What follows belongs to an exercise in optimizing a design on an open flow for small area, a short achievable clock period and few clock cycles; a production flow would make more cautious choices. In this exercise RTL edits were held to simulation tests only and were not proved equivalent to the original. Power figures rest on the tool's default switching activity, not on a simulated workload.

**flow/flow/run.sh**
```bash
#!/bin/bash
# The standard layout (standard.sh: standard synthesis, floorplan, place, CTS,
# route, finish) with two changes:
#  - ABC maps the combinational logic with an area-oriented script (flow/abc_map.script,
#    used in place of ORFS's abc_speed.script in a private copy of ORFS's scripts);
#    registers are mapped exactly as in the standard synthesis (dfflibmap runs before ABC,
#    and ABC does not touch flip-flops);
#  - the input and output port buffers are sky130_fd_sc_hd__buf_2 instead of the cell
#    buffer_ports picks by default. Every port still gets its own buffer.
# The make output goes to flow_make.log; ORFS keeps each step's full log under orfs/logs/.
set -euo pipefail
here=$(pwd)
rm -rf "$here/orfs_scripts"
cp -r "$FLOW_HOME/scripts" "$here/orfs_scripts"
cp "$here/flow/abc_map.script" "$here/orfs_scripts/abc_speed.script"
bash standard.sh "SCRIPTS_DIR=$here/orfs_scripts" "BUFFER_PORTS_ARGS=-buffer_cell sky130_fd_sc_hd__buf_2" finish > flow_make.log 2>&1
```
**flow/flow/abc_map.script**
```
&get -n
&st
&dch
&nf -R 1000 -p
&st
&dch
&nf -R 1000 -p
&put
```
**flow/standard.sh**
```bash
#!/bin/bash
# synth_recipe.tcl (not shown) runs the flow's synth.tcl, then flattens the netlist and writes it again
# the make line also repeats each setting of config.mk as NAME=value (left out here)
make -C /OpenROAD-flow-scripts/flow DESIGN_CONFIG=/design/flow/config.mk WORK_HOME=/design/flow/orfs CLKGATE_MAP_FILE= SYNTH_SCRIPT=/design/flow/synth_recipe.tcl "${@:-finish}"
```
**flow/config.mk**
```make
export PLATFORM = sky130hd
export DESIGN_NAME = mips
export DESIGN_NICKNAME = mips
export VERILOG_FILES = /design/flow/design.v
export SDC_FILE = /design/flow/constraint.sdc
export NUM_CORES = 4
export LEC_CHECK = 0
export CAP_MARGIN = 20
export CORE_MARGIN = 5
export CORE_UTILIZATION = 50
export CTS_CLUSTER_DIAMETER = 100
export CTS_CLUSTER_SIZE = 20
export SLEW_MARGIN = 20
```
**flow/constraint.sdc**
```tcl
create_clock -name core_clock -period 100.0 [get_ports {clk}]
set_input_delay 20.0000 -clock core_clock [delete_from_list [all_inputs] [get_ports {clk}]]
set_output_delay 20.0000 -clock core_clock [all_outputs]
set_load 0.01 [all_outputs]
```
**flow/design.v**
```verilog
`timescale 1ns / 1ps
module mips(
    input clk,
    input reset,
    input [31:0] i_inst_rdata,
    output [31:0] i_inst_addr,
    input [31:0] m_data_rdata,
    output [31:0] m_data_addr, m_data_wdata, m_inst_addr,
    output [3:0] m_data_byteen,
    output w_grf_we,
    output [4:0] w_grf_addr,
    output [31:0] w_grf_wdata,
    output [31:0] w_inst_addr
    );
    function [34:0] add34(input [33:0] a, input [33:0] b, input ci);
        integer n;
        reg c;
        begin
            c = ci;
            for (n = 0; n < 34; n = n + 1) begin
                add34[n] = a[n] ^ b[n] ^ c;
                c = (a[n] & b[n]) | ((a[n] ^ b[n]) & c);
            end
            add34[34] = c;
        end
    endfunction
    reg [14:2] pc;
    reg [31:0] ir;
    reg [14:2] ir_pc;
    reg ir_v;
    reg m_we;
    reg [4:0] m_wa;
    reg [31:0] m_res;
    reg [13:0] m_addr;   
    reg [14:2] m_pc;
    reg [3:0] m_be;
    reg [31:0] m_wd;
    reg m_ld;
    reg [1:0] m_sz;      
    reg [1:0] m_al;      
    reg w_we;
    reg [4:0] w_wa;
    reg [31:0] w_val;
    reg [31:0] w_out;    
    reg [14:2] w_pc;
    wire [5:0] op = ir[31:26];
    wire [5:0] fn = ir[5:0];
    wire [4:0] rs = ir[25:21];
    wire [4:0] rt = ir[20:16];
    wire [4:0] rd = ir[15:11];
    wire [4:0] sh = ir[10:6];
    wire [15:0] imm = ir[15:0];
    wire rtype  = (op == 6'b000000);
    wire f_alu  = rtype & fn[5];                   
    wire f_sll  = rtype & (fn[5:3] == 3'b000);
    wire f_jr   = rtype & (fn[5:3] == 3'b001);
    wire f_mf   = rtype & (fn[5:3] == 3'b010) & ~fn[0];
    wire f_mt   = rtype & (fn[5:3] == 3'b010) & fn[0];
    wire f_md   = rtype & (fn[5:3] == 3'b011);
    wire i_alu  = (op[5:3] == 3'b001);             
    wire i_lui  = i_alu & op[1];
    wire i_logic = i_alu & op[2] & ~op[1];         
    wire ld     = op[5] & ~op[3];
    wire st     = op[5] & op[3];
    wire br     = (op[5:1] == 5'b00010);
    wire jal    = (op[5:1] == 5'b00001);
    wire uses_rs = f_alu | f_jr | f_md | f_mt | (i_alu & ~i_lui) | op[5] | br;
    wire uses_rt = f_alu | f_sll | f_md | st | br;
    reg [31:0] gr [1:31];
    wire [31:0] dec_s = 32'd1 << rs;
    wire [31:0] dec_t = 32'd1 << rt;
    reg [31:0] gr_rs, gr_rt;
    integer k;
    always @(*) begin
        gr_rs = 32'd0;
        gr_rt = 32'd0;
        for (k = 1; k < 32; k = k + 1) begin
            gr_rs = gr_rs | ({32{dec_s[k]}} & gr[k]);
            gr_rt = gr_rt | ({32{dec_t[k]}} & gr[k]);
        end
    end
    always @(posedge clk) begin
        if (w_we) gr[w_wa] <= w_val;
    end
    wire fa_m = m_we & (m_wa == rs);
    wire fa_w = w_we & (w_wa == rs);
    wire fb_m = m_we & (m_wa == rt);
    wire fb_w = w_we & (w_wa == rt);
    wire [31:0] va = fa_m ? m_res : fa_w ? w_val : gr_rs;
    wire [31:0] vb = fb_m ? m_res : fb_w ? w_val : gr_rt;
    wire md_busy;
    wire ld_haz = m_we & m_ld & ((uses_rs & (m_wa == rs)) | (uses_rt & (m_wa == rt)));
    wire stall = ir_v & (ld_haz | ((f_mf | f_mt) & md_busy));
    wire go = ir_v & ~stall;
    wire [31:0] ext = {{16{imm[15] & ~op[2]}}, imm};
    wire [31:0] b = rtype ? vb : ext;
    wire subm = rtype & (fn[1] | fn[3]);
    wire [31:0] bx = b ^ {32{subm}};
    wire [34:0] sum_lo = add34({18'd0, va[15:0]}, {18'd0, bx[15:0]}, subm);
    wire [34:0] sum_h0 = add34({18'd0, va[31:16]}, {18'd0, bx[31:16]}, 1'b0);
    wire [34:0] sum_h1 = add34({18'd0, va[31:16]}, {18'd0, bx[31:16]}, 1'b1);
    wire [31:0] sum = {sum_lo[16] ? sum_h1[15:0] : sum_h0[15:0], sum_lo[15:0]};
    wire ult = (va[31] ^ b[31]) ? b[31] : sum[31];
    wire slt = (va[31] ^ b[31]) ? va[31] : sum[31];
    wire lt = fn[0] ? ult : slt;
    wire lor = rtype ? fn[0] : op[0];
    wire [31:0] logic_r = lor ? (va | b) : (va & b);
    wire [4:0] samt = rtype ? sh : 5'd16;
    wire [31:0] shl = b << samt;
    wire [34:0] pc_inc_f = add34({21'd0, pc}, 34'd0, 1'b1);
    wire [14:2] pc_inc = pc_inc_f[12:0];
    wire [31:0] md_hi, md_lo;
    wire s_lt = f_alu & fn[3];
    wire s_logic = (f_alu & ~fn[3] & fn[2]) | i_logic;
    wire s_shift = f_sll | i_lui;
    wire s_hi = f_mf & ~fn[1];
    wire s_lo = f_mf & fn[1];
    wire s_sum = ~(s_lt | s_logic | s_shift | f_mf | jal);
    wire [31:0] res = ({32{s_sum}} & sum)
                    | ({32{s_logic}} & logic_r)
                    | ({32{s_shift}} & shl)
                    | ({31'd0, s_lt & lt})
                    | ({32{jal}} & {17'd0, pc_inc, 2'b00})
                    | ({32{s_hi}} & md_hi)
                    | ({32{s_lo}} & md_lo);
    wire writes = f_alu | f_sll | f_mf | i_alu | ld | jal;
    wire [4:0] wa = jal ? 5'd31 : rtype ? rd : rt;
    wire eq = (va == vb);
    wire taken = br & (eq ^ op[0]);
    wire [34:0] pc_br_f = add34({21'd0, pc}, {21'd0, imm[12:0]}, 1'b0);
    wire [14:2] pc_br = pc_br_f[12:0];
    wire [14:2] npc = ~go ? (ir_v ? pc : pc_inc)
                    : taken ? pc_br
                    : jal ? ir[12:0]
                    : f_jr ? va[14:2]
                    : pc_inc;
    wire [1:0] al = sum[1:0];
    wire szw = op[1];             
    wire szh = ~op[1] & op[0];    
    wire szb = ~op[1] & ~op[0];   
    wire [3:0] be = szw ? 4'b1111
                  : szh ? (al[1] ? 4'b1100 : 4'b0011)
                  : (4'b0001 << al);
    wire [31:0] wd = szw ? vb : szh ? {2{vb[15:0]}} : {4{vb[7:0]}};
    wire md_start = go & f_md;
    wire md_div = fn[1];
    wire md_uns = fn[0];
    wire md_mt = go & f_mt;
    reg [32:0] H;       
    reg [31:0] L;       
    reg [31:0] Dr;      
    wire [32:0] Dv = {isdiv | (msg & Dr[31]), Dr};
    reg dcin;
    reg [4:0] cnt;
    reg run, isdiv, msg;
    reg nega, negq, negr;
    wire mlast = (cnt == 5'd0);
    wire [32:0] mr0 = {33{L[0]}} & Dv;
    wire [34:0] ms0 = add34({H[32], H}, {mr0[32], mr0}, 1'b0);
    wire [32:0] mr1 = {33{L[1]}} & Dv;
    wire [34:0] ms1 = add34({ms0[33], ms0[33:1]}, {mr1[32], mr1}, 1'b0);
    wire [32:0] mr2 = {33{L[2]}} & Dv;
    wire [34:0] ms2 = add34({ms1[33], ms1[33:1]}, {mr2[32], mr2}, 1'b0);
    wire msub = msg & mlast;
    wire [32:0] mr3 = {33{L[3]}} & (Dv ^ {33{msub}});
    wire [34:0] ms3 = add34({ms2[33], ms2[33:1]}, {mr3[32], mr3}, L[3] & msub);
    wire [32:0] mh = ms3[33:1];
    wire [31:0] ml = {ms3[0], ms2[0], ms1[0], ms0[0], L[31:4]};
    wire [32:0] dx = {H[31:0], L[31]};
    wire [34:0] ds = add34({1'b0, dx}, {Dv[32], Dv}, dcin);
    wire [31:0] dh = ds[33] ? dx[31:0] : ds[31:0];
    wire [31:0] dl = {L[30:0], ~ds[33]};
    wire neg_h = ~nega & ~negq;
    wire [34:0] nv_f = add34({2'b0, ~(neg_h ? H[31:0] : L)}, 34'd0, 1'b1);
    wire [31:0] nv = nv_f[31:0];
    wire nb = ~md_uns & vb[31];
    always @(posedge clk) begin
        if (reset) begin
            run <= 1'b0;
            nega <= 1'b0;
            negq <= 1'b0;
            negr <= 1'b0;
        end else if (md_start) begin
            run <= 1'b1;
            nega <= md_div & ~md_uns & va[31];
            negq <= md_div & ~md_uns & (va[31] ^ vb[31]);
            negr <= md_div & ~md_uns & va[31];
        end else if (run) begin
            if (nega) nega <= 1'b0;
            else if (mlast) run <= 1'b0;
        end else if (negq) begin
            negq <= 1'b0;
        end else if (negr) begin
            negr <= 1'b0;
        end
    end
    always @(posedge clk) begin
        if (md_start) begin
            isdiv <= md_div;
            msg <= ~md_uns;
            cnt <= md_div ? 5'd31 : 5'd7;
            H <= 33'd0;
            L <= va;
            Dr <= vb ^ {32{md_div & ~nb}};
            dcin <= ~nb;
        end else if (run) begin
            if (nega) begin
                L <= nv;
            end else begin
                if (isdiv) begin
                    H <= {1'b0, dh};
                    L <= dl;
                end else begin
                    H <= mh;
                    L <= ml;
                end
                cnt <= cnt - 5'd1;
            end
        end else if (negq) begin
            L <= nv;
        end else if (negr) begin
            H <= {1'b0, nv};
        end else if (md_mt) begin
            if (fn[1]) L <= va;
            else H <= {1'b0, va};
        end
    end
    assign md_hi = H[31:0];
    assign md_lo = L;
    assign md_busy = run | negq | negr;
    always @(posedge clk) begin
        if (reset) begin
            pc <= 13'h0c00;
            ir_v <= 1'b0;
            m_we <= 1'b0;
            m_be <= 4'b0;
            w_we <= 1'b0;
        end else begin
            pc <= npc;
            if (~stall) ir_v <= 1'b1;
            m_we <= go & writes & (wa != 5'd0);
            m_be <= (go & st) ? be : 4'b0;
            w_we <= m_we;
        end
    end
    always @(posedge clk) begin
        if (~stall) begin
            ir <= i_inst_rdata;
            ir_pc <= pc;
        end
        m_wa <= wa;
        m_res <= res;
        if (go & op[5]) m_addr <= res[13:0];
        m_pc <= ir_pc;
        m_wd <= wd;
        m_ld <= ld;
        m_sz <= op[1:0];
        m_al <= al;
        w_wa <= m_wa;
        w_pc <= m_pc;
        w_val <= wv;
        if (m_we) w_out <= wv;
    end
    wire m_szw = m_sz[1];
    wire m_szh = ~m_sz[1] & m_sz[0];
    wire m_szb = ~m_sz[1] & ~m_sz[0];
    wire m_nl = ~m_ld;
    wire m_w  = m_ld & m_szw;
    wire m_b0 = m_ld & (m_szw | (m_szh & ~m_al[1]) | (m_szb & m_al == 2'd0));
    wire m_b1 = m_ld & m_szb & (m_al == 2'd1);
    wire m_b2 = m_ld & ((m_szh & m_al[1]) | (m_szb & m_al == 2'd2));
    wire m_b3 = m_ld & m_szb & (m_al == 2'd3);
    wire m_h0 = m_ld & (m_szw | (m_szh & ~m_al[1]));
    wire m_h1 = m_ld & m_szh & m_al[1];
    wire m_bs = m_ld & m_szb;
    wire m_hs = m_ld & ~m_szw;
    wire [3:0] m_sg = {(m_szh & m_al[1]) | (m_szb & m_al == 2'd3), m_szb & m_al == 2'd2,
                       (m_szh & ~m_al[1]) | (m_szb & m_al == 2'd1), m_szb & m_al == 2'd0};
    wire [31:0] d = m_data_rdata;
    wire sgn = (m_sg[0] & d[7]) | (m_sg[1] & d[15]) | (m_sg[2] & d[23]) | (m_sg[3] & d[31]);
    wire [31:0] wv;
    assign wv[7:0] = ({8{m_nl}} & m_res[7:0]) | ({8{m_b0}} & d[7:0]) | ({8{m_b1}} & d[15:8])
                   | ({8{m_b2}} & d[23:16]) | ({8{m_b3}} & d[31:24]);
    assign wv[15:8] = ({8{m_nl}} & m_res[15:8]) | ({8{m_h0}} & d[15:8]) | ({8{m_h1}} & d[31:24])
                    | ({8{m_bs & sgn}});
    assign wv[31:16] = ({16{m_nl}} & m_res[31:16]) | ({16{m_w}} & d[31:16]) | ({16{m_hs & sgn}});
    assign i_inst_addr = {17'd0, pc, 2'b00};
    assign m_data_addr = {18'd0, m_addr};
    assign m_data_wdata = m_wd;
    assign m_data_byteen = m_be;
    assign m_inst_addr = {17'd0, m_pc, 2'b00};
    assign w_grf_we = w_we;
    assign w_grf_addr = w_wa;
    assign w_grf_wdata = w_out;
    assign w_inst_addr = {17'd0, w_pc, 2'b00};
endmodule
```
==> impl_metrics.ini <==
[setup_path]
crit_path_top_delay_cell = edfxtp_1
max_stage_delay_ns = 0.76
cp-endpoint = w_grf_wdata[10]
arrival_ns = 1.73
r2r_setup_slack_ns = 80.03
startpoint_type = flip-flop
worst-path-buf-inv = 1
cp_data_required_time_ns = 80.00
rr_startpoint = ir[19]
worstRegToRegCells = 46
crit_cells = 1
crit_path_end_kind = primary output
path_cells = buf_2
crit_path_start = w_out[10]
critPathTopFamily = flip-flops
reg2reg_to = m_addr[0]
worstSetupPathType = flip-flop to primary output
crit_path_max_fanout = 10

[routing]
dr_wl_met3_microns = 61400
top_layer = met5
drt_wl_total_microns = 330000
wl_met1_microns = 109000
route.met2.wl_microns = 130000
drc = 0
wire_per_inst_microns = 44.6
via_per_inst = 7.87
drtAntennaViolNets = 0
vias = 58214
dr.pass1.iters = 17
initialDrtViolationCount = 15038

[clock_network]
cts_setup_buffers = 0
clk_latency_ns = 0.74
cts.sink_count = 1349
hold_buffers = 0
cts_resized = 0
clk_pin_slew_ns = 0.09
numCtsBuffers = 80
root_buffer = clkbuf_16
cts_buffer_depth = 3
cts_htree_levels = 3
cts_tree = done

[grt]
first_global_vias = 54167
antenna_found_initial = 20
grt_pass1_wl_microns = 441000
gr-total-overflow = 0
grt_usage = 0.467
grt_max_degree = 69

[die]
die_y_microns = 369
rows = 131
die_w_microns = 369
dieArea_sq_mm = 0.136
initial_core_util = 0.505
core_sq_mm = 0.128
ioPinCount = 268

[timing]
fin_crit_sh = 0.217
hold_slack_ns = 0.340
clock_skew_ns = 0.0515
final_max_slew_viol_count = 0
slew_headroom = 0.147
setup_viol = 0
fmax_mhz = 46.0
finalCriticalPeriod_ns = 21.73
worstMarginPinSlew_ns = 1.28
hold_viol = 0
final.setup.tns_ns = 0
rsz0062_at_grt = no

[synth]
yosysTopAreaCell = edfxtp_1
synthCells = 5003
ys_seq_area_frac = 0.597
yosysMostFrequentCell = edfxtp_1
yosys_register_bits = 1349
synth.cells.most_frequent = 1155 x edfxtp_1, 384 x nor2_1, 356 x a222oi_1, 352 x a22oi_1, 352 x nand2_1
yosys_warnings = 1
avgSynthCellArea_sq_um = 12.9
ys.flop_type = edfxtp_1
synth_simple_gate_area_frac = 0.0934
synth_area_leaders = edfxtp_1 54%, fa_1 6.2%, dfxtp_1 6.0%
synth_top_cell_area_share = 0.537
synth_xor_area_frac = 0.0149
syn-cell-area_sq_mm = 0.0646
ys_types = 60
synth_edf_count = 1155
synthMuxAreaShare = 0.0203
synth_top_family_by_area = compound AO/OA/AOI/OAI gates
async_reset_ff_frac = 0
synth_compound_area_frac = 0.183
synth-adder-area-share = 0.0725

[final_layout]
syn_to_final_growth_pct = 13.1
drive_gt1_frac = 0.129
final_nets = 5895

[power]
powerDensity_mw_per_mm2 = 18.3
peakVddDrop_uv = 16.7
leakage_nw = 24.6
p_total_mw = 1.34

[run]
maxCapViolCount = 0

[place]
dp_hpwl_microns = 203000
io_buffer_count = 192
gp_congestion = 1.03

[worst_hold_path]
hold_start = m_pc[9]
hold_path.class = flip-flop to flip-flop

[run_status]
outcome = finished clean
[power breakdown]
group | internal (mW) | total, mW | leakage (nW) | switching [mW]
clock | 0.158 | 0.357 | 1.15 | 0.200
sequential | 0.670 | 0.705 | 12.2 | 0.0350
combinational | 0.0847 | 0.275 | 11.3 | 0.190
total | 0.912 | 1.34 | 24.6 | 0.425
[worst min-delay path by stage]
stage	slack (ns)	end	depth (start not counted)
2_1_floorplan	0.32	m_pc[10]	0
3_5_place_dp	0.33	w_pc[8]	0
5_1_grt	0.35	m_pc[11]	0
3_3_place_gp	0.33	w_pc[14]	0
6_report	0.34	w_pc[9]	0
4_1_cts	0.34	m_pc[11]	0
[sequential cells by signal, indices dropped and copies added (netlist names), 2 cells and up]
name and count:
Dr 32, H 33, L 32, cnt 5, gr 992, ir 32
ir_pc 13, m_addr 14, m_al 2, m_be 4, m_pc 13, m_res 32
m_sz 2, m_wa 5, m_wd 32, pc 13, w_out 32, w_pc 13
w_val 32, w_wa 5
[through the flow]
stage / std cells / cell area, sq um / setup slack [ns] / utilization
2_1_floorplan: 5077 / 64900 / 79.01 / -
3_3_place_gp: 7224 / 70600 / 78.17 / 0.551
3_5_place_dp: 7224 / 70600 / 78.14 / 0.551
4_1_cts: 7363 / 73000 / 78.36 / 0.570
5_1_grt: 7373 / 73000 / 78.29 / 0.570
6_report: 7399 / 73100 / 78.27 / 0.571
[kinds of logic after synthesis]
logic type / Yosys count
other cells: 1
buf+inv: 251
xor+xnor: 110
simple gates: 1295
mux: 131
flops: 1349
compound gates: 1612
fa+ha+maj: 254
[metal layers]
| metal | vias to the layer above | track usage |
|---|---|---|
| li1 | 21585 | - |
| met1 | 28175 | 0.587 |
| met2 | 6655 | 0.642 |
| met3 | 1783 | 0.228 |
| met4 | 16 | 0.293 |
| met5 | - | 0.0210 |
[final cells by class]
cell class | instances | area (sq um)
Antenna cell | 36 | 90.1
Fill cell | 10563 | 54900
Clock inverter | 12 | 163
Multi-Input combinational cell | 3477 | 26000
Timing Repair Buffer | 493 | 3230
Inverter | 176 | 661
Sequential cell | 1349 | 38600
Clock buffer | 127 | 2240
Tap cell | 1729 | 2160
[placed cells by master (no fill, tap or decap), types with 16 or more instances in the layout]
| master | n |
|---|---|
| ha_1 | 51 |
| buf_4 | 300 |
| a221oi_1 | 81 |
| conb_1 | 75 |
| a21oi_1 | 318 |
| o21ai_0 | 249 |
| buf_2 | 192 |
| fa_1 | 201 |
| clkinv_1 | 175 |
| nor2_4 | 96 |
| nand4_1 | 157 |
| nor2_1 | 282 |
| dfxtp_1 | 186 |
| and2_0 | 70 |
| o221ai_1 | 63 |
| and3_1 | 36 |
| nand3_1 | 116 |
| a222oi_1 | 356 |
| a22oi_1 | 352 |
| xor2_1 | 59 |
| nand2_1 | 348 |
| mux2i_1 | 129 |
| nor3_1 | 104 |
| edfxtp_1 | 1155 |
| clkbuf_16 | 82 |
| a211oi_1 | 18 |
| xnor2_1 | 50 |
| a22o_1 | 60 |
| diode_2 | 36 |
| o211ai_1 | 18 |
| a31oi_1 | 16 |
| clkbuf_1 | 42 |
Testbench counts, summed over its fixed seeds: cycles 32,729.

[static timing again, ports no longer ideal]
The flow's constraints put no driver on any port. The routed layout listed below was extracted and timed again, unchanged, in two steps. Step 1 (the two cells are an assumption about what drives the block):
set clk [get_ports {clk}]
set_driving_cell -lib_cell sky130_fd_sc_hd__clkbuf_16 $clk
set_driving_cell -lib_cell sky130_fd_sc_hd__buf_2 [delete_from_list [all_inputs] $clk]
Step 2, shift: input delay + t, output delay - t, t = (earliest + latest rising clock arrival at the registers) / 2. This alone moves slack from input paths to output paths. Three values: ideal ports, drivers, drivers and shift; two values: the first two.
t, ns: 0.796
setup WS [ns]: 78.266 / 78.182 / 78.216
pins driven straight from the clock port: 1
After both steps setup and hold are still met in this run. For this run, drivers alone change the setup slack by -0.084 ns; drivers and shift together by -0.050 ns.
